This design comes from an exercise in tuning for small area, a short achievable clock period and few clock cycles per item on the open sky130 flow, not from production work.
Function was checked by simulation only, so behaviour that the tests miss may differ from the original.
Power is estimated from default activity; no workload was simulated.

## design/flow/standard.sh

```bash
#!/bin/bash
# synth_recipe.tcl (not shown) runs the flow's synth.tcl, then flattens the netlist and writes it again
# the make line also repeats each setting of config.mk as NAME=value (left out here)
make -C /OpenROAD-flow-scripts/flow DESIGN_CONFIG=/design/flow/config.mk WORK_HOME=/design/flow/orfs CLKGATE_MAP_FILE= SYNTH_SCRIPT=/design/flow/synth_recipe.tcl "${@:-finish}"
```

## design/flow/constraint.sdc

```tcl
create_clock -name core_clock -period 11.0 [get_ports {clk}]
set_input_delay 2.2000 -clock core_clock [delete_from_list [all_inputs] [get_ports {clk}]]
set_output_delay 2.2000 -clock core_clock [all_outputs]
set_load 0.01 [all_outputs]
```

## design/flow/flow/params.sh

```bash
MARGIN=7.8
BUFFER_PORTS_ARGS="-buffer_cell sky130_fd_sc_hd__buf_2"
EXTRA_DONT_USE="sky130_fd_sc_hd__dlygate4sd1_1 sky130_fd_sc_hd__dlygate4sd2_1 sky130_fd_sc_hd__dlygate4sd3_1 sky130_fd_sc_hd__clkdlybuf4s15_1 sky130_fd_sc_hd__clkdlybuf4s15_2 sky130_fd_sc_hd__clkdlybuf4s18_1 sky130_fd_sc_hd__clkdlybuf4s18_2 sky130_fd_sc_hd__clkdlybuf4s25_1 sky130_fd_sc_hd__clkdlybuf4s25_2 sky130_fd_sc_hd__clkdlybuf4s50_1 sky130_fd_sc_hd__clkdlybuf4s50_2 sky130_fd_sc_hd__dlymetal6s2s_1 sky130_fd_sc_hd__dlymetal6s4s_1 sky130_fd_sc_hd__dlymetal6s6s_1"
EXTRA=""
```

## design/flow/design.v

```verilog
module rf_bit (input wire clk, we, nwe, d, output reg q);
  always @(posedge clk) q <= (q & nwe) | (d & we);
endmodule
module rf_bit_s (input wire clk, we, nwe, s, d, output reg q);
  always @(posedge clk) q <= (q & nwe) | (d & we) | s;
endmodule
module rd_bit (input wire [7:0] s, input wire [7:0] r, output wire o);
  assign o = |(s & r);
endmodule
module alu (input wire [1:0] op, input wire [15:0] i0, i1,
    output wire [15:0] o, output wire cout);
  wire [16:0] s = {1'b0, i0} + {1'b0, i1 ^ {16{op[0]}}} + {16'b0, op[0]};
  assign cout = s[16];
  assign o = op[1] ? (op[0] ? (i0 | i1) : (i0 & i1)) : s[15:0];
endmodule
module pc (input wire clk, reset, output reg [15:0] pc);
  always @(posedge clk)
    if (reset) pc <= 16'd0;
    else pc <= pc + 16'd1;
endmodule
module reg_alu (input wire clk, reset, ex, input wire [7:0] sa, sb, input wire [2:0] d,
  input wire [1:0] op, output reg wb_en, output reg [2:0] wb_addr, output reg [15:0] wb_data,
  output reg cout);
  wire [15:0] q [0:7];
  reg c;
  wire [15:0] a, b, res;
  wire co;
  wire [7:0] wr, we, nwe;
  assign wr = {8{ex}} & (8'd1 << d);
  assign we = wr & ~{8{reset}};
  assign nwe = ~(wr | {8{reset}});
  genvar i, j;
  generate
    for (j = 0; j < 16; j = j + 1) begin : g_bit0
      rf_bit_s u (clk, we[0], nwe[0], reset, res[j], q[0][j]);
    end
    for (i = 1; i < 8; i = i + 1) begin : g_reg
      for (j = 0; j < 16; j = j + 1) begin : g_bit
        rf_bit u (clk, we[i], nwe[i], res[j], q[i][j]);
      end
    end
    for (j = 0; j < 16; j = j + 1) begin : g_rd
      rd_bit ua (sa, {q[7][j], q[6][j], q[5][j], q[4][j], q[3][j], q[2][j], q[1][j], q[0][j]}, a[j]);
      rd_bit ub (sb, {q[7][j], q[6][j], q[5][j], q[4][j], q[3][j], q[2][j], q[1][j], q[0][j]}, b[j]);
    end
  endgenerate
  alu alu_0 (op, a, b, res, co);
  always @(posedge clk) begin
    wb_en <= ex & ~reset;
    wb_addr <= d;
    wb_data <= res;
    c <= co;
    cout <= c;
  end
endmodule
module mproc (input wire clk, reset, input wire [15:0] ins, output wire [15:0] addr,
  output wire wb_en, output wire [2:0] wb_addr, output wire [15:0] wb_data, output wire cout);
  wire [7:0] sa, sb;
  wire [2:0] d;
  wire [1:0] op;
  wire ex;
  pc pc_0 (clk, reset, addr);
  ir ir_0 (clk, reset, ins, sa, sb, d, op, ex);
  reg_alu reg_alu_0 (clk, reset, ex, sa, sb, d, op, wb_en, wb_addr, wb_data, cout);
endmodule
module ir (input wire clk, reset, input wire [15:0] ins, output reg [7:0] sa, sb,
  output reg [2:0] d, output reg [1:0] op, output wire ex);
  reg valid, halted, halt_ir;
  always @(posedge clk) begin
    sa <= 8'd1 << ins[2:0];
    sb <= 8'd1 << ins[5:3];
    d <= ins[8:6];
    op <= ins[10:9];
    halt_ir <= |ins[15:11];
    if (reset) begin
      valid <= 1'b0;
      halted <= 1'b0;
    end else begin
      valid <= 1'b1;
      if (valid & halt_ir) halted <= 1'b1;
    end
  end
  assign ex = valid & ~halt_ir & ~halted;
endmodule
```

## design/flow/flow/run.sh

```bash
#!/bin/bash
# Layout flow: the standard synthesis unchanged, then the standard ORFS
# steps with these changes (all from flow/params.sh):
#  - repair_timing is asked to leave a setup margin (SETUP_SLACK_MARGIN); the
#    design is still laid out and signed off at the design's clock period,
#    the margin only makes the resizer work harder;
#  - ports are buffered with plain buffers, and delay cells are not used as
#    buffers;
#  - optional extra ORFS settings (EXTRA).
set -uo pipefail
source flow/params.sh
bash standard.sh synth > synth.log 2>&1 || exit 1
export DONT_USE_CELLS="$EXTRA_DONT_USE"
bash standard.sh SETUP_SLACK_MARGIN=$MARGIN "BUFFER_PORTS_ARGS=$BUFFER_PORTS_ARGS" $EXTRA finish > layout.log 2>&1
```

## design/flow/config.mk

```make
export PLATFORM = sky130hd
export DESIGN_NAME = mproc
export DESIGN_NICKNAME = mproc
export VERILOG_FILES = /design/flow/design.v
export SDC_FILE = /design/flow/constraint.sdc
export NUM_CORES = 4
export LEC_CHECK = 0
export CAP_MARGIN = 20
export CORE_MARGIN = 2
export CORE_UTILIZATION = 40
export SLEW_MARGIN = 20
export SYNTH_HIERARCHICAL = 1
```

==> results of run 1 <==
## registers in the layout, summed over array words and instances, names as in the netlist
register and cells:
ir_0.d 3, ir_0.halt_ir 1, ir_0.halted 1, ir_0.op 2, ir_0.sa 8, ir_0.sb 8
ir_0.valid 1, pc_0.pc 16, reg_alu_0.c 1, reg_alu_0.cout 1, reg_alu_0.g.g_bit.u.q 112, reg_alu_0.g_bit0.u.q 16
reg_alu_0.wb_addr 3, reg_alu_0.wb_data 16, reg_alu_0.wb_en 1
## cell type report
class / count / area, sq um / area share (%)
clock buffers: 20 / 456.7 / 4.579
clock inverters: 12 / 147.6 / 1.480
inverters: 7 / 26.28 / 0.2635
multi-input cells: 576 / 4521 / 45.33
flip-flops and latches: 190 / 3875 / 38.85
well taps: 270 / 337.8 / 3.387
repair buffers: 90 / 609.3 / 6.110
## per-layer routing
metal	global-route usage [%]	up-vias	part of all wire, %
li1	-	3421	-
met1	33.14	3617	44
met2	38.80	347	46
met3	4.348	63	8.0
met4	8.846	0	2.7
met5	0	-	0
## critical path, stage by stage, from the launching register on
cell	delay, ns
dfxtp_4	0.44
a22oi_1	0.24
nand4_1	0.18
xor2_1	0.19
ha_1	0.36
a21oi_1	0.18
nor2_1	0.10
o41a_1	0.43
a2111o_1	0.39
and3_2	0.26
a221o_1	0.33
## Yosys stat by module, one instance, submodules excluded, excerpt
| module | copies in the design | area [sq um] | flip-flops and latches |
|---|---|---|---|
| alu | 1 | 1350 | 0 |
| ir | 1 | 635.6 | 24 |
| pc | 1 | 721.9 | 16 |
| rd_bit | 32 | 36.28 | 0 |
| reg_alu | 1 | 605.6 | 22 |
| rf_bit | 112 | 28.78 | 1 |
| rf_bit_s | 16 | 30.03 | 1 |
## through the flow
step	util (%)	hold slack, ns	power, uW	std cells	setup WS, ns
CTS	49.08	0.3314	1529	1159	7.800
global route	49.45	0.3367	1573	1165	7.681
finish	49.45	0.3292	1523	1165	7.768
global placement	44.05	0.3126	885.6	1110	6.699
detailed placement	44.08	0.3157	886.8	1110	6.699
floorplan	-	0.3096	825.1	787	7.721
## what timing repair did
action | CTS | global route
resized for setup | 70 | 9
pin swaps | 11 | 5
setup endpoints to repair | 153 | 49
buffers inserted | 17 | 6
## cells in the mapped netlist, drive strengths merged (11+ instances only)
library cell,instances
a21oi,28
a221o,16
a22o,112
a22oi,128
dfxtp,190
ha,16
maj3,11
nand2,26
nand3,12
nand4,38
nor2,32
nor2b,11
o21ai,25
xor2,21
## path summary, 6_finish.rpt
check | cells after the start | slack, ns | start | end
setup / recovery | 10 | 7.77 | ir_0.sb[0]$_SDFF_PP0_ | reg_alu_0.g_bit0[14].u.q$_DFF_P_
hold / removal | 0 | 0.33 | reg_alu_0.c$_DFF_P_ | reg_alu_0.cout$_DFF_P_
setup reg to reg | 10 | 7.77 | ir_0.sb[0]$_SDFF_PP0_ | reg_alu_0.g_bit0[14].u.q$_DFF_P_
hold reg to reg | 0 | 0.33 | reg_alu_0.c$_DFF_P_ | reg_alu_0.cout$_DFF_P_
## cell families (layout without fill, tap and decap cells)
kind of cell             count (synthesis)  count (layout)
AO/OA/AOI/OAI                          345             345
XOR/XNOR                                24              24
AND/OR/NAND/NOR                        173             173
buffers and inverters                   21             129
flip-flops                             190             190
adder cells (fa/ha/maj)                 28              28
multiplexers                             6               6
## power breakdown
group	internal (uW)	switching [uW]	total, uW
Sequential	703	27.8	731
Clock	353	285	638
Combinational	54.7	99.0	154
==> results.txt, run 1 <==
syn_area_per_cell=10.39 sq um; relative slew slack=45.86%; synthesis-to-layout area growth=21.96%; total global routing overflow=0; DR vias/cell=6.393; vias in the first global route=7009; Yosys top cell area share=46.51%; post-synthesis mux area share=0.7956%; I/O pin cnt=55; Final TNS setup=0 ns; vias=7448; DRT antenna net count=0; number of synthesis warnings=11; antenna violations before repair=0; adder-cell share of the synthesized area=4.039%; Worst-path clk slew=0.07 ns; Post-CTS Hold Fix Bufs=0; main combinational cell family by area after synthesis=compound AO/OA/AOI/OAI gates; Setup Skew=0.01023 ns; most area-consuming cells after synthesis=dfxtp_1 47%, a22o_1 12%, a22oi_1 12%; RSZ-0062 raised after global routing=true; Post-layout nets=917; Clk Latency, worst-skew pair=0.44 ns; largest net degree at the start of global routing=50; Yosys reg bits=190; MaxCap Viol Count=0; placed inst area=0.008890 sq mm; CTS buffer count=17; GRT Total Usage=24.30%; residual DRC count=0; final WL=26530 microns; Post-Syn Nets=822; P_leak=0.003765 uW; Core Region=0.02017 sq mm; VDD IR max=0.1056 mV; Final Max Slew Viols=0; DIE AREA=0.02160 sq mm; IO Port Bufs=54; final instance area=0.009973 sq mm; sequential area share after synthesis=46.51%; Pwr Density=152.7 mW/mm^2; Synth area leader=dfxtp_1; most common flop cell mapped by yosys=dfxtp_1; Iteration-0 DRC Markers=773; library cells used by synthesis=65; share of layout cells above drive strength 1=21.79%; final hold viol count=0; Fillers=1889; critical path launch point type=flip-flop; area of the mapped netlist=0.008178 sq mm; Max Clk Rate=309.4 MHz; wire per inst=22.78 microns; worst setup path class=flip-flop to flip-flop; commonest non-fill, non-tap cell in the layout=dfxtp_1; post-synthesis async set-or-reset flop share=0%; crit-path max FO=16; global-route wire length before repair=40430 microns; status=finished clean; Clock Path Buffers=2; CP arrival=3.56 ns; Compound-Gate Fraction of Synth Area=32.88%; final-report setup violation count=0; # rows=52; antenna cells=0; Syn Inst Count=787; most frequent cells in the layout=161 x dfxtp_1, 126 x a22oi_1, 112 x a22o_1; routability cong.=0.8439; Synth Area in XOR/XNOR=2.570%; fin crit period=3.232 ns; Setup crit end kind=flip-flop; CTS Sinks=190; Critical Path RT=11.33 ns; Post-synth EDFFs=0; hpwl dp=15750 microns; class of the tightest hold or removal check=flip-flop to flip-flop; Initial Util=40.55%; CTS tree=built; DR pass1 iterations=5; Root Driver=clkbuf_16; H-tree Lvls=4; Simple-Gate Fraction of Synth Area=12.10%; Die Ht=147.0 microns; Die X=147.0 microns; Period Utilization, post-route=29.38%; Worst Max-Slew Pin Slew=0.8083 ns
Testbench counts, summed over its fixed seeds: cycles 6,861, instrs 6,733.
==> run 2: changes to the inputs <==
--- a/design/flow/flow/run.sh
+++ b/design/flow/flow/run.sh
@@ -12,3 +12,3 @@
 bash standard.sh synth > synth.log 2>&1 || exit 1
 export DONT_USE_CELLS="$EXTRA_DONT_USE"
-bash standard.sh SETUP_SLACK_MARGIN=$MARGIN "BUFFER_PORTS_ARGS=$BUFFER_PORTS_ARGS" $EXTRA finish > layout.log 2>&1
+bash standard.sh SETUP_SLACK_MARGIN=$MARGIN "BUFFER_PORTS_ARGS=$BUFFER_PORTS_ARGS" "${EXTRA[@]}" finish > layout.log 2>&1
==> design/flow/flow/params.sh (replaced) <==
MARGIN=7.8
BUFFER_PORTS_ARGS="-buffer_cell sky130_fd_sc_hd__buf_2"
EXTRA_DONT_USE="sky130_fd_sc_hd__dlygate4sd1_1 sky130_fd_sc_hd__dlygate4sd2_1 sky130_fd_sc_hd__dlygate4sd3_1 sky130_fd_sc_hd__clkdlybuf4s15_1 sky130_fd_sc_hd__clkdlybuf4s15_2 sky130_fd_sc_hd__clkdlybuf4s18_1 sky130_fd_sc_hd__clkdlybuf4s18_2 sky130_fd_sc_hd__clkdlybuf4s25_1 sky130_fd_sc_hd__clkdlybuf4s25_2 sky130_fd_sc_hd__clkdlybuf4s50_1 sky130_fd_sc_hd__clkdlybuf4s50_2 sky130_fd_sc_hd__dlymetal6s2s_1 sky130_fd_sc_hd__dlymetal6s4s_1 sky130_fd_sc_hd__dlymetal6s6s_1"
EXTRA=("CTS_BUF_LIST=sky130_fd_sc_hd__clkbuf_4 sky130_fd_sc_hd__clkbuf_8")
==> results.txt, run 2 <==
Largest Register=reg_alu_0.g.g_bit.u.q; antenna cells=0; Post-synth EDFFs=0; Core Region=0.02017 sq mm; met3 Use GR=4.534%; Yosys top cell area share=46.51%; Clk Latency, worst-skew pair=0.49 ns; CP arrival=3.60 ns; routability cong.=0.8439; most common flop cell mapped by yosys=dfxtp_1; most frequent cells in the layout=157 x dfxtp_1, 120 x a22oi_1, 112 x a22o_1; Worst-path clk slew=0.10 ns; CTS buffer count=17; final core occ=50.75%; Worst R2R Path Depth=12; library cells used by synthesis=65; Die X=147.0 microns; status=finished clean; DR vias/cell=6.386; commonest non-fill, non-tap cell in the layout=dfxtp_1; H-tree Lvls=4; Initial Util=40.55%; P_leak=0.003870 uW; most area-consuming cells after synthesis=dfxtp_1 47%, a22o_1 12%, a22oi_1 12%; Final Max Slew Viols=0; VDD IR max=0.08200 mV; total global routing overflow=0; setup slack, reg-to-reg=7.78 ns; Yosys reg bits=190; Final TNS setup=0 ns; synthesis-to-layout area growth=25.17%; final WL=27380 microns; Post-Syn Nets=822; Root Driver=clkbuf_8; Post-CTS Hold Fix Bufs=0; Worst Max-Slew Pin Slew=0.7792 ns; class of the tightest hold or removal check=flip-flop to flip-flop; final-report setup violation count=0; hold endpoint=reg_alu_0.cout$_DFF_P_; Setup crit end kind=flip-flop; global-route wire length before repair=41060 microns; most numerous cell in the Yosys netlist=dfxtp_1; Synth area leader=dfxtp_1; Setup Skew=0.01722 ns; crit-path max FO=6; area of the mapped netlist=0.008178 sq mm; critical path launch point type=flip-flop; Critical Path RT=11.38 ns; Iteration-0 DRC Markers=746; RSZ-0062 raised after global routing=true; critical hold path startpoint=reg_alu_0.c$_DFF_P_; max reg flops=112; wire per inst=22.84 microns; GRT Total Usage=24.73%; worst setup path class=flip-flop to flip-flop; IO Port Bufs=54; fin crit period=3.221 ns; I/O pin cnt=55; hpwl dp=15750 microns; antenna violations before repair=0; final hold viol count=0; DRT antenna net count=0; met2 Use GR=39.53%; sequential area share after synthesis=46.51%; CTS Sinks=190; relative slew slack=47.81%; vias in the first global route=7147; met1 usage=33.50%; Post-layout nets=951; hold depth=0; reg-to-reg startpoint=ir_0.sb[0]$_SDFF_PP0_; Pwr Density=135.3 mW/mm^2; Die Ht=147.0 microns; residual DRC count=0; largest net degree at the start of global routing=50; worst r2r dst=reg_alu_0.g_bit0[13].u.q$_DFF_P_; Post-synth top cells=190 x dfxtp_1, 128 x a22oi_1, 112 x a22o_1; CTS tree=built; post-synthesis async set-or-reset flop share=0%; number of synthesis warnings=11; Clock Path Buffers=2; Max Clk Rate=310.5 MHz; DR pass1 iterations=6; Syn Inst Count=787; busiest grt layer=met2; Period Utilization, post-route=29.28%; vias=7657; # rows=52; DIE AREA=0.02160 sq mm; MaxCap Viol Count=0; share of layout cells above drive strength 1=26.80%; syn_area_per_cell=10.39 sq um
run 2: cell families (layout without fill, tap and decap cells):
| logic type | after synthesis | count (layout) | share of synthesized area [%] |
|---|---|---|---|
| AO/OA/AOI/OAI | 345 | 345 | 32.88 |
| flip-flops | 190 | 190 | 46.51 |
| AND/OR/NAND/NOR | 173 | 173 | 12.10 |
| adder cells (fa/ha/maj) | 28 | 28 | 4.039 |
| XOR/XNOR | 24 | 24 | 2.570 |
| buffers and inverters | 21 | 163 | 1.102 |
| multiplexers | 6 | 6 | 0.7956 |
run 2: worst max-delay path by stage:
stage | from | to | depth (start not counted)
2_1_floorplan | reset | reg_alu_0.g_reg[3].g_bit[0].u.q$_DFF_P_ | 3
3_3_place_gp | reset | reg_alu_0.g_reg[2].g_bit[8].u.q$_DFF_P_ | 4
3_5_place_dp | reset | reg_alu_0.g_reg[2].g_bit[4].u.q$_DFF_P_ | 4
4_1_cts | pc_0.pc[10]$_SDFF_PP0_ | addr[10] | 1
5_1_grt | ir_0.sb[0]$_SDFF_PP0_ | reg_alu_0.g_reg[5].g_bit[13].u.q$_DFF_P_ | 12
6_report | ir_0.sb[0]$_SDFF_PP0_ | reg_alu_0.g_bit0[13].u.q$_DFF_P_ | 12
run 2: worst max-delay path, stage by stage, from the launching register on:
cell and delay [ns]:
dfxtp_4 0.39, buf_6 0.16, a22oi_2 0.20, nand4_1 0.19, xor2_2 0.21, ha_4 0.28
a211o_1 0.31, a21o_1 0.22, a31oi_4 0.30, o2111a_1 0.28, a211oi_2 0.06, buf_4 0.18
a221o_1 0.31
run 2: timing repair:
action,CTS,global route
gates resized for setup,77,42
pin swaps,11,17
setup endpoints to repair,156,113
setup buffers,34,22
cloned,0,1
run 2: area by class of cell:
cell class | count | area, sq um
Clock buffer | 20 | 269.0
Clock inverter | 12 | 147.6
Fill cell | 1863 | 9933
Inverter | 7 | 26.28
Multi-Input combinational cell | 576 | 4612
Sequential cell | 190 | 3890
Tap cell | 270 | 337.8
Timing Repair Buffer | 124 | 953.4
run 2: per-stage QoR:
step | cells | hold slack, ns | cell area, sq um | total power [uW] | worst slack [ns]
after floorplan | 787 | 0.3096 | 8234 | 825.1 | 7.721
after global placement | 1110 | 0.3126 | 8885 | 885.6 | 6.699
after detailed placement | 1110 | 0.3157 | 8890 | 886.8 | 6.699
after CTS | 1176 | 0.3373 | 9843 | 1378 | 7.803
after global routing | 1199 | 0.3433 | 10240 | 1436 | 7.709
final | 1199 | 0.3346 | 10240 | 1385 | 7.779
run 2: per-module statistics from Yosys, one instance, submodules excluded, excerpt:
module	cells	area, sq um
pc	80	721.9
alu	192	1350
reg_alu	51	605.6
rf_bit	2	28.78
rd_bit	5	36.28
rf_bit_s	2	30.03
ir	48	635.6
run 2: power breakdown:
group	leakage, uW	switching, uW	internal, uW
clock	0.000200	266	222
sequential	0.00157	25.8	703
combinational	0.00210	105	63.7
run 2: routing by layer:
metal,up-vias,wire length [microns]
met2,386,12560
met5,-,0
met4,0,840
met3,80,2248
li1,3494,-
met1,3697,11740
==> run 3: changes to the inputs <==
==> design/flow/flow/params.sh (replaced) <==
MARGIN=7.8
BUFFER_PORTS_ARGS="-buffer_cell sky130_fd_sc_hd__buf_2"
EXTRA_DONT_USE="sky130_fd_sc_hd__dlygate4sd1_1 sky130_fd_sc_hd__dlygate4sd2_1 sky130_fd_sc_hd__dlygate4sd3_1 sky130_fd_sc_hd__clkdlybuf4s15_1 sky130_fd_sc_hd__clkdlybuf4s15_2 sky130_fd_sc_hd__clkdlybuf4s18_1 sky130_fd_sc_hd__clkdlybuf4s18_2 sky130_fd_sc_hd__clkdlybuf4s25_1 sky130_fd_sc_hd__clkdlybuf4s25_2 sky130_fd_sc_hd__clkdlybuf4s50_1 sky130_fd_sc_hd__clkdlybuf4s50_2 sky130_fd_sc_hd__dlymetal6s2s_1 sky130_fd_sc_hd__dlymetal6s4s_1 sky130_fd_sc_hd__dlymetal6s6s_1"
EXTRA=("CTS_CLUSTER_SIZE=50" "CTS_CLUSTER_DIAMETER=200")
==> results.txt, run 3 <==
status=finished clean; Post-synth EDFFs=0; global-route wire length before repair=40430 microns; Die Ht=147.0 microns; critical path launch point type=flip-flop; Setup crit end kind=flip-flop; Final TNS setup=0 ns; final-report setup violation count=0; largest net degree at the start of global routing=50; sequential area share after synthesis=46.51%; Fillers=1889; setup slack, reg-to-reg=7.77 ns; residual DRC count=0; share of layout cells above drive strength 1=21.79%; CTS buffer count=17; most area-consuming cells after synthesis=dfxtp_1 47%, a22o_1 12%, a22oi_1 12%; Final Max Slew Viols=0; Post-Syn Nets=822; reg-to-reg startpoint=ir_0.sb[0]$_SDFF_PP0_; final instance area=0.009973 sq mm; Worst-path clk slew=0.07 ns; CTS tree=built; CTS Sinks=190; Non-Filler Instances=1165; area of the mapped netlist=0.008178 sq mm; syn_area_per_cell=10.39 sq um; total global routing overflow=0; Yosys reg bits=190; Clk Latency, worst-skew pair=0.44 ns; antenna violations before repair=0; Setup crit end=reg_alu_0.g_bit0[14].u.q$_DFF_P_; final core occ=49.45%; CP arrival=3.56 ns; Post-CTS Hold Fix Bufs=0; P_leak=0.003765 uW; Synth area leader=dfxtp_1; Syn Inst Count=787; number of synthesis warnings=11; Largest Register=reg_alu_0.g.g_bit.u.q; Clock Path Buffers=2; # rows=52; DR pass1 iterations=5; worst r2r dst=reg_alu_0.g_bit0[14].u.q$_DFF_P_; crit-path max FO=16; placed inst area=0.008890 sq mm; Critical path origin=ir_0.sb[0]$_SDFF_PP0_; Initial Util=40.55%; final hold viol count=0; class of the tightest hold or removal check=flip-flop to flip-flop; MaxCap Viol Count=0; Setup Skew=0.01023 ns; synthesis-to-layout area growth=21.96%; Root Driver=clkbuf_16; max reg flops=112; Post-layout nets=917; Period Utilization, post-route=29.38%; DRT antenna net count=0; Post-synth top cells=190 x dfxtp_1, 128 x a22oi_1, 112 x a22o_1; relative slew slack=45.86%; routability cong.=0.8439; most common flop cell mapped by yosys=dfxtp_1; DIE AREA=0.02160 sq mm; antenna cells=0; Max Clk Rate=309.4 MHz; H-tree Lvls=4; fin crit period=3.232 ns; Yosys top cell area share=46.51%; library cells used by synthesis=65; Placed Cells=1110; vias=7448; vias in the first global route=7009; most frequent cells in the layout=161 x dfxtp_1, 126 x a22oi_1, 112 x a22o_1; commonest non-fill, non-tap cell in the layout=dfxtp_1; Iteration-0 DRC Markers=773; GRT Total Usage=24.30%; Pwr Density=152.7 mW/mm^2; IO Port Bufs=54; crit path max-delay cell type=dfxtp_4; DR vias/cell=6.393; wire per inst=22.78 microns; Worst Max-Slew Pin Slew=0.8083 ns; hold slack=0.3292 ns; crit-path cells=a22oi_1 > nand4_1 > xor2_1 > ha_1 > a21oi_1 > nor2_1 > o41a_1 > a2111o_1 > and3_2 > a221o_1; VDD IR max=0.1056 mV; Worst R2R Path Depth=10; hpwl dp=15750 microns; post-synthesis async set-or-reset flop share=0%; most numerous cell in the Yosys netlist=dfxtp_1; crit-path max cell delay=0.44 ns; final WL=26530 microns; RSZ-0062 raised after global routing=true; Critical Path RT=11.33 ns; I/O pin cnt=55; worst setup path class=flip-flop to flip-flop; Core Region=0.02017 sq mm; Die X=147.0 microns
## run 3: changes by cell type in the layout (fill, tap and decap cells not counted), sizes merged
cell / before / now
clkdlybuf4s15: 1 / 0
buf: 123 / 90
## run 3: cell families (layout without fill, tap and decap cells)
kind of cell / Yosys count / count (layout) / share of synthesized area (%)
AO/OA/AOI/OAI: 345 / 345 / 32.88
flip-flops: 190 / 190 / 46.51
AND/OR/NAND/NOR: 173 / 173 / 12.10
adder cells (fa/ha/maj): 28 / 28 / 4.039
XOR/XNOR: 24 / 24 / 2.570
buffers and inverters: 21 / 129 / 1.102
multiplexers: 6 / 6 / 0.7956
## run 3: area by class of cell
| cell class | count | area [sq um] | share of cell area, % |
|---|---|---|---|
| clock buffer | 20 | 456.7 | 4.579 |
| clock inverter | 12 | 147.6 | 1.480 |
| inverter | 7 | 26.28 | 0.2635 |
| multi-input combinational | 576 | 4521 | 45.33 |
| sequential | 190 | 3875 | 38.85 |
| tap | 270 | 337.8 | 3.387 |
| timing repair buffer | 90 | 609.3 | 6.110 |
## run 3: worst min path at each step
| stage | from | to | slack [ns] | cells past startpoint |
|---|---|---|---|---|
| 5_1_grt | reg_alu_0.c$_DFF_P_ | reg_alu_0.cout$_DFF_P_ | 0.34 | 0 |
| 3_5_place_dp | reg_alu_0.c$_DFF_P_ | reg_alu_0.cout$_DFF_P_ | 0.32 | 0 |
| 3_3_place_gp | reg_alu_0.c$_DFF_P_ | reg_alu_0.cout$_DFF_P_ | 0.31 | 0 |
| 4_1_cts | reg_alu_0.c$_DFF_P_ | reg_alu_0.cout$_DFF_P_ | 0.33 | 0 |
| 2_1_floorplan | reg_alu_0.c$_DFF_P_ | reg_alu_0.cout$_DFF_P_ | 0.31 | 0 |
| 6_report | reg_alu_0.c$_DFF_P_ | reg_alu_0.cout$_DFF_P_ | 0.33 | 0 |
## run 3: repair_timing
action	4_1_cts	5_1_grt
endpoints found under the setup margin	153	49
pin swaps	11	5
gates resized for setup	70	9
buffers inserted	17	6
## run 3: routing by layer
metal  track usage [%]  vias to the layer above  wire length (microns)
li1                  -                     3421                      -
met1             33.14                     3617                  11580
met2             38.80                      347                  12090
met3             4.348                       63                   2133
met4             8.846                        0                    729
met5                 0                        -                      0
## run 3: critical path, delay by kind of cell (launching register included)
| kind | cells | cell delay (ns) |
|---|---|---|
| adder cells (fa/ha/maj) | 1 | 0.36 |
| XOR/XNOR | 1 | 0.19 |
| AND/OR/NAND/NOR | 3 | 0.54 |
| AO/OA/AOI/OAI | 5 | 1.57 |
| flip-flops | 1 | 0.44 |
## run 3: through the flow
stage	setup slack [ns]	total power (uW)
after floorplan	7.721	825.1
after global placement	6.699	885.6
after detailed placement	6.699	886.8
after CTS	7.800	1529
after global routing	7.681	1573
final	7.768	1523
## run 3: power breakdown
group | internal (uW) | switching [uW]
clock network | 353 | 285
logic | 54.7 | 99.0
registers | 703 | 27.8
total | 1110 | 412
## run 3: Yosys stat by module, one instance, submodules excluded, excerpt
module | cells | cell area [sq um]
alu | 192 | 1350
pc | 80 | 721.9
ir | 48 | 635.6
reg_alu | 51 | 605.6
rd_bit | 5 | 36.28
rf_bit_s | 2 | 30.03
rf_bit | 2 | 28.78
==> run 4: changes to the inputs <==
==> design/flow/flow/params.sh (replaced) <==
MARGIN=7.8
BUFFER_PORTS_ARGS="-buffer_cell sky130_fd_sc_hd__buf_2"
EXTRA_DONT_USE="sky130_fd_sc_hd__dlygate4sd1_1 sky130_fd_sc_hd__dlygate4sd2_1 sky130_fd_sc_hd__dlygate4sd3_1 sky130_fd_sc_hd__clkdlybuf4s15_1 sky130_fd_sc_hd__clkdlybuf4s15_2 sky130_fd_sc_hd__clkdlybuf4s18_1 sky130_fd_sc_hd__clkdlybuf4s18_2 sky130_fd_sc_hd__clkdlybuf4s25_1 sky130_fd_sc_hd__clkdlybuf4s25_2 sky130_fd_sc_hd__clkdlybuf4s50_1 sky130_fd_sc_hd__clkdlybuf4s50_2 sky130_fd_sc_hd__dlymetal6s2s_1 sky130_fd_sc_hd__dlymetal6s4s_1 sky130_fd_sc_hd__dlymetal6s6s_1"
EXTRA=("CTS_CLUSTER_SIZE=30" "CTS_CLUSTER_DIAMETER=100")
==> results.txt, run 4 <==
hold endpoint=reg_alu_0.cout$_DFF_P_; Setup Skew=0.01023 ns; DR vias/cell=6.393; DRT antenna net count=0; crit path max-delay cell type=dfxtp_4; IO Port Bufs=54; placed inst area=0.008890 sq mm; # rows=52; critical path launch point type=flip-flop; critical hold path startpoint=reg_alu_0.c$_DFF_P_; Metal-1 WL=11580 microns; CTS tree=built; library cells used by synthesis=65; max reg flops=112; final WL=26530 microns; Pwr Density=152.7 mW/mm^2; area of the mapped netlist=0.008178 sq mm; Worst-path clk slew=0.07 ns; final instance area=0.009973 sq mm; Iteration-0 DRC Markers=773; synthesis-to-layout area growth=21.96%; CTS buffer count=17; crit-path cells=a22oi_1 > nand4_1 > xor2_1 > ha_1 > a21oi_1 > nor2_1 > o41a_1 > a2111o_1 > and3_2 > a221o_1; fin crit period=3.232 ns; Clock Path Buffers=2; MaxCap Viol Count=0; DR pass1 iterations=5; Post-layout nets=917; I/O pin cnt=55; DIE AREA=0.02160 sq mm; Pint=1111 uW; Setup crit end kind=flip-flop; Period Utilization, post-route=29.38%; Die Ht=147.0 microns; hpwl dp=15750 microns; Worst R2R Path Depth=10; most numerous cell in the Yosys netlist=dfxtp_1; crit-path max FO=16; final hold viol count=0; antenna violations before repair=0; WL met2=12090 microns; Final TNS setup=0 ns; Initial Util=40.55%; Post-synth EDFFs=0; Worst path top cell family by delay=compound AO/OA/AOI/OAI gates; Clk Latency, worst-skew pair=0.44 ns; Tot Pwr=1523 uW; relative slew slack=45.86%; total global routing overflow=0; CP arrival=3.56 ns; Die X=147.0 microns; post-synthesis async set-or-reset flop share=0%; Worst Max-Slew Pin Slew=0.8083 ns; Reg power frac=48.0%; Core Region=0.02017 sq mm; RSZ-0062 raised after global routing=true; Post-synth top cells=190 x dfxtp_1, 128 x a22oi_1, 112 x a22o_1; routed wl met3=2133 microns; commonest non-fill, non-tap cell in the layout=dfxtp_1; Yosys reg bits=190; Buf/Inv on CP=0; number of synthesis warnings=11; Root Driver=clkbuf_16; worst setup path class=flip-flop to flip-flop; Switching Share=27.04%; Yosys top cell area share=46.51%; most common flop cell mapped by yosys=dfxtp_1; switching pwr=411.7 uW; Max Clk Rate=309.4 MHz; worst r2r dst=reg_alu_0.g_bit0[14].u.q$_DFF_P_; reg-to-reg startpoint=ir_0.sb[0]$_SDFF_PP0_; CTS Sinks=190; most area-consuming cells after synthesis=dfxtp_1 47%, a22o_1 12%, a22oi_1 12%; Synth area leader=dfxtp_1; vias=7448; wire per inst=22.78 microns; final-report setup violation count=0; status=finished clean; most frequent cells in the layout=161 x dfxtp_1, 126 x a22oi_1, 112 x a22o_1; Critical Path RT=11.33 ns; share of layout cells above drive strength 1=21.79%; GRT Total Usage=24.30%; Post-Syn Nets=822; Final Max Slew Viols=0; routability cong.=0.8439; Syn Inst Count=787; syn_area_per_cell=10.39 sq um; global-route wire length before repair=40430 microns; Top Layer Used=met4; Comb pwr share=10.1%; antenna cells=0; Largest Register=reg_alu_0.g.g_bit.u.q; vias in the first global route=7009; hold depth=0; crit-path max cell delay=0.44 ns; sequential area share after synthesis=46.51%; largest net degree at the start of global routing=50; class of the tightest hold or removal check=flip-flop to flip-flop; VDD IR max=0.1056 mV; H-tree Lvls=4; share of total power in the clock network=41.9%; residual DRC count=0; setup slack, reg-to-reg=7.77 ns; P_leak=0.003765 uW
[run 4: cell counts in the layout (fill, tap and decap cells not counted)]
No cell type changed its count.
[run 4: power by group through the flow]
stage | Clock [uW] | Sequential [uW] | Combinational, uW
3_3_place_gp | 0 | 747 | 139
4_1_cts | 651 | 729 | 149
5_1_grt | 675 | 732 | 165
2_1_floorplan | 0 | 740 | 85.0
3_5_place_dp | 0 | 747 | 140
6_report | 638 | 731 | 154
[run 4: metrics by stage]
stage | hold slack, ns | setup slack (ns) | utilization, % | instances
after CTS | 0.3314 | 7.800 | 49.08 | 1159
after detailed placement | 0.3157 | 6.699 | 44.08 | 1110
after global placement | 0.3126 | 6.699 | 44.05 | 1110
final | 0.3292 | 7.768 | 49.45 | 1165
after floorplan | 0.3096 | 7.721 | - | 787
after global routing | 0.3367 | 7.681 | 49.45 | 1165
[run 4: how the worst max path moves through the flow]
| stage | startpoint | endpoint | slack [ns] | depth (start not counted) |
|---|---|---|---|---|
| floorplan | reset | reg_alu_0.g_reg[3].g_bit[0].u.q$_DFF_P_ | 7.72 | 3 |
| global placement | reset | reg_alu_0.g_reg[2].g_bit[8].u.q$_DFF_P_ | 6.70 | 4 |
| detailed placement | reset | reg_alu_0.g_reg[2].g_bit[4].u.q$_DFF_P_ | 6.70 | 4 |
| CTS | ir_0.sb[0]$_SDFF_PP0_ | reg_alu_0.g_bit0[14].u.q$_DFF_P_ | 7.80 | 10 |
| global route | ir_0.sb[2]$_SDFF_PP0_ | reg_alu_0.g_bit0[14].u.q$_DFF_P_ | 7.68 | 10 |
| finish | ir_0.sb[0]$_SDFF_PP0_ | reg_alu_0.g_bit0[14].u.q$_DFF_P_ | 7.77 | 10 |
[run 4: final cells by class]
cell class | count | area, sq um
repair buffers | 90 | 609.3
flip-flops and latches | 190 | 3875
fillers | 1889 | 10200
clock inverters | 12 | 147.6
multi-input cells | 576 | 4521
clock buffers | 20 | 456.7
inverters | 7 | 26.28
well taps | 270 | 337.8
[run 4: repair_timing]
item | 4_1_cts | 5_1_grt
resized for setup | 70 | 9
buffers inserted | 17 | 6
hold buffers | 0 | 0
endpoints found under the setup margin | 153 | 49
pin swaps | 11 | 5
[run 4: metal layers]
metal	up-vias	GRT usage [%]
met2	347	38.80
met3	63	4.348
met1	3617	33.14
met4	0	8.846
li1	3421	-
met5	-	0
[run 4: logic make-up after synthesis]
kind of cell / Yosys count / share of synthesized area (%)
AOI/OAI and AO/OA: 345 / 32.88
DFF: 190 / 46.51
and+or+nand+nor: 173 / 12.10
adders and majority gates: 28 / 4.039
xor gates and xnor gates: 24 / 2.570
buffers and inverters: 21 / 1.102
muxes: 6 / 0.7956
[run 4: modules after synthesis, one instance, submodules excluded, a selection]
module    area, sq um  cells inside
rd_bit          36.28             5
rf_bit          28.78             2
alu              1350           192
rf_bit_s        30.03             2
reg_alu         605.6            51
pc              721.9            80
ir              635.6            48
[run 4: worst register-to-register path, stage by stage, from the launching register on]
cell and delay [ns]:
dfxtp_4 0.44, a22oi_1 0.25, nand4_1 0.18, xor2_1 0.19, ha_1 0.36, a21oi_1 0.19
nor2_1 0.10, o41a_1 0.43, a2111o_1 0.39, and3_2 0.26, a221o_1 0.33
==> run 5: changes to the inputs <==
==> design/flow/flow/params.sh (replaced) <==
MARGIN=7.8
BUFFER_PORTS_ARGS="-buffer_cell sky130_fd_sc_hd__buf_2"
EXTRA_DONT_USE="sky130_fd_sc_hd__dlygate4sd1_1 sky130_fd_sc_hd__dlygate4sd2_1 sky130_fd_sc_hd__dlygate4sd3_1 sky130_fd_sc_hd__clkdlybuf4s15_1 sky130_fd_sc_hd__clkdlybuf4s15_2 sky130_fd_sc_hd__clkdlybuf4s18_1 sky130_fd_sc_hd__clkdlybuf4s18_2 sky130_fd_sc_hd__clkdlybuf4s25_1 sky130_fd_sc_hd__clkdlybuf4s25_2 sky130_fd_sc_hd__clkdlybuf4s50_1 sky130_fd_sc_hd__clkdlybuf4s50_2 sky130_fd_sc_hd__dlymetal6s2s_1 sky130_fd_sc_hd__dlymetal6s4s_1 sky130_fd_sc_hd__dlymetal6s6s_1"
EXTRA=()
==> results.txt, run 5 <==
Synth area leader=dfxtp_1; Pwr Density=152.7 mW/mm^2; total global routing overflow=0; max reg flops=112; reg-to-reg startpoint=ir_0.sb[0]$_SDFF_PP0_; Switching Share=27.04%; final instance area=0.009973 sq mm; setup slack, reg-to-reg=7.77 ns; GRT Total Usage=24.30%; Placed Cells=1110; final hold viol count=0; status=finished clean; Post-synth EDFFs=0; P_leak=0.003765 uW; share of total power in the clock network=41.9%; library cells used by synthesis=65; H-tree Lvls=4; relative slew slack=45.86%; commonest non-fill, non-tap cell in the layout=dfxtp_1; Post-synth top cells=190 x dfxtp_1, 128 x a22oi_1, 112 x a22o_1; Yosys top cell area share=46.51%; Worst Max-Slew Pin Slew=0.8083 ns; class of the tightest hold or removal check=flip-flop to flip-flop; most numerous cell in the Yosys netlist=dfxtp_1; Die X=147.0 microns; Syn Inst Count=787; Die Ht=147.0 microns; largest net degree at the start of global routing=50; Max Clk Rate=309.4 MHz; most area-consuming cells after synthesis=dfxtp_1 47%, a22o_1 12%, a22oi_1 12%; Root Driver=clkbuf_16; most common flop cell mapped by yosys=dfxtp_1; routability cong.=0.8439; DR pass1 iterations=5; Comb pwr share=10.1%; share of layout cells above drive strength 1=21.79%; most frequent cells in the layout=161 x dfxtp_1, 126 x a22oi_1, 112 x a22o_1; Core Region=0.02017 sq mm; CTS buffer count=17; Critical Path RT=11.33 ns; post-placement setup slack=6.699 ns; hpwl dp=15750 microns; DIE AREA=0.02160 sq mm; critical path launch point type=flip-flop; CP arrival=3.56 ns; DR vias/cell=6.393; Largest Register=reg_alu_0.g.g_bit.u.q; sequential area share after synthesis=46.51%; crit-path max FO=16; residual DRC count=0; Fillers=1889; Pint=1111 uW; Final WS setup=7.768 ns; Non-Filler Instances=1165; CTS tree=built; vias=7448; number of synthesis warnings=11; fin crit period=3.232 ns; Initial Util=40.55%; CTS Sinks=190; Post-Syn Nets=822; antenna violations before repair=0; Iteration-0 DRC Markers=773; RSZ-0062 raised after global routing=true; Period Utilization, post-route=29.38%; # rows=52; switching pwr=411.7 uW; hold depth=0; area of the mapped netlist=0.008178 sq mm; Worst-path clk slew=0.07 ns; Yosys reg bits=190; Clock Path Buffers=2; hold slack=0.3292 ns; placed inst area=0.008890 sq mm; synthesis-to-layout area growth=21.96%; VDD IR max=0.1056 mV; wire per inst=22.78 microns; antenna cells=0; final-report setup violation count=0; post-synthesis async set-or-reset flop share=0%; final WL=26530 microns; worst setup path class=flip-flop to flip-flop; hold endpoint=reg_alu_0.cout$_DFF_P_; IO Port Bufs=54; global-route wire length before repair=40430 microns; I/O pin cnt=55; MaxCap Viol Count=0; Setup Skew=0.01023 ns; Post-layout nets=917; vias in the first global route=7009; Final TNS setup=0 ns; Reg power frac=48.0%; critical hold path startpoint=reg_alu_0.c$_DFF_P_; Setup crit end kind=flip-flop; syn_area_per_cell=10.39 sq um; Worst R2R Path Depth=10; DRT antenna net count=0; worst r2r dst=reg_alu_0.g_bit0[14].u.q$_DFF_P_; Clk Latency, worst-skew pair=0.44 ns; Final Max Slew Viols=0
## run 5: critical path: stages (launching register included)
cell	delay (ns)
dfxtp_4	0.44
a22oi_1	0.24
nand4_1	0.18
xor2_1	0.19
ha_1	0.36
a21oi_1	0.18
nor2_1	0.10
o41a_1	0.43
a2111o_1	0.39
and3_2	0.26
a221o_1	0.33
## run 5: what timing repair did
item / 4_1_cts / 5_1_grt
hold buffers: 0 / 0
pin swaps: 11 / 5
setup buffers: 17 / 6
setup endpoints to repair: 153 / 49
gates resized for setup: 70 / 9
## run 5: layout make-up
cell class,instances,area (sq um),share of cell area [%]
flip-flops and latches,190,3875,38.85
repair buffers,90,609.3,6.110
inverters,7,26.28,0.2635
well taps,270,337.8,3.387
clock inverters,12,147.6,1.480
clock buffers,20,456.7,4.579
multi-input cells,576,4521,45.33
## run 5: Yosys stat by module (local to each module, per instance), excerpt
module,area [sq um],flip-flops and latches,times used,cells
rd_bit,36.28,0,32,5
pc,721.9,16,1,80
rf_bit,28.78,1,112,2
ir,635.6,24,1,48
reg_alu,605.6,22,1,51
alu,1350,0,1,192
rf_bit_s,30.03,1,16,2
## run 5: worst max path at each step
| stage | from | endpoint | slack, ns | cells past startpoint |
|---|---|---|---|---|
| CTS | ir_0.sb[0]$_SDFF_PP0_ | reg_alu_0.g_bit0[14].u.q$_DFF_P_ | 7.80 | 10 |
| global route | ir_0.sb[2]$_SDFF_PP0_ | reg_alu_0.g_bit0[14].u.q$_DFF_P_ | 7.68 | 10 |
| global placement | reset | reg_alu_0.g_reg[2].g_bit[8].u.q$_DFF_P_ | 6.70 | 4 |
| finish | ir_0.sb[0]$_SDFF_PP0_ | reg_alu_0.g_bit0[14].u.q$_DFF_P_ | 7.77 | 10 |
| detailed placement | reset | reg_alu_0.g_reg[2].g_bit[4].u.q$_DFF_P_ | 6.70 | 4 |
| floorplan | reset | reg_alu_0.g_reg[3].g_bit[0].u.q$_DFF_P_ | 7.72 | 3 |
## run 5: power groups by stage
stage          combinational (uW)  sequential [uW]  clock, uW
2_1_floorplan                85.0              740          0
3_3_place_gp                  139              747          0
3_5_place_dp                  140              747          0
4_1_cts                       149              729        651
5_1_grt                       165              732        675
6_report                      154              731        638
## run 5: metrics by stage
step | total power (uW) | util, %
floorplan | 825.1 | -
global placement | 885.6 | 44.05
detailed placement | 886.8 | 44.08
CTS | 1529 | 49.08
global route | 1573 | 49.45
finish | 1523 | 49.45
## run 5: cells by family (layout without fill, tap and decap cells)
family / count (synthesis) / count (layout) / synth area share, %
AOI/OAI and AO/OA: 345 / 345 / 32.88
muxes: 6 / 6 / 0.7956
xor gates and xnor gates: 24 / 24 / 2.570
DFF: 190 / 190 / 46.51
buffers and inverters: 21 / 129 / 1.102
adders and majority gates: 28 / 28 / 4.039
and+or+nand+nor: 173 / 173 / 12.10
## run 5: routing by layer
metal,GRT usage [%],vias up,wire length (microns)
li1,-,3421,-
met1,33.14,3617,11580
met2,38.80,347,12090
met3,4.348,63,2133
met4,8.846,0,729
met5,0,-,0

## re-timing with driven ports
In the flow no input, the clock included, has a driving cell. The finished layouts below were timed again as built, in two steps.
Step 1 sets driving cells, clkbuf_16 on the clock port and buf_2 on the other inputs (assumed; they add their load-dependent delay and slew).
Step 2 adds t to the input delays and takes it off the output delays; t is the mean of the earliest and latest rising clock arrival at the registers after step 1. Input paths then give back, and output paths get back, about the clock's delay inside the block.
a / b / c = no drivers / after step 1 / after step 2; a / b = the first two.
| run | shift t [ns] | setup slack, ns | slew at the worst register clock pin (ns) | worst slew at a driven data input, ns |
|---|---|---|---|---|
| run 1 | 0.482 | 7.768 / 7.768 / 7.380 | 0.07 / 0.07 | 0.04 |
| run 2 | 0.520 | 7.779 / 7.779 / 7.368 | 0.11 / 0.11 | 0.04 |
| run 3 | 0.482 | 7.768 / 7.768 / 7.380 | 0.07 / 0.07 | 0.04 |
| run 4 | 0.482 | 7.768 / 7.768 / 7.380 | 0.07 / 0.07 | 0.04 |
| run 5 | 0.482 | 7.768 / 7.768 / 7.380 | 0.07 / 0.07 | 0.04 |
After both steps setup and hold are still met in every run listed. The setup slack of run 2, which loses most, moves by 0.000 ns with the drivers and by -0.411 ns with both steps.
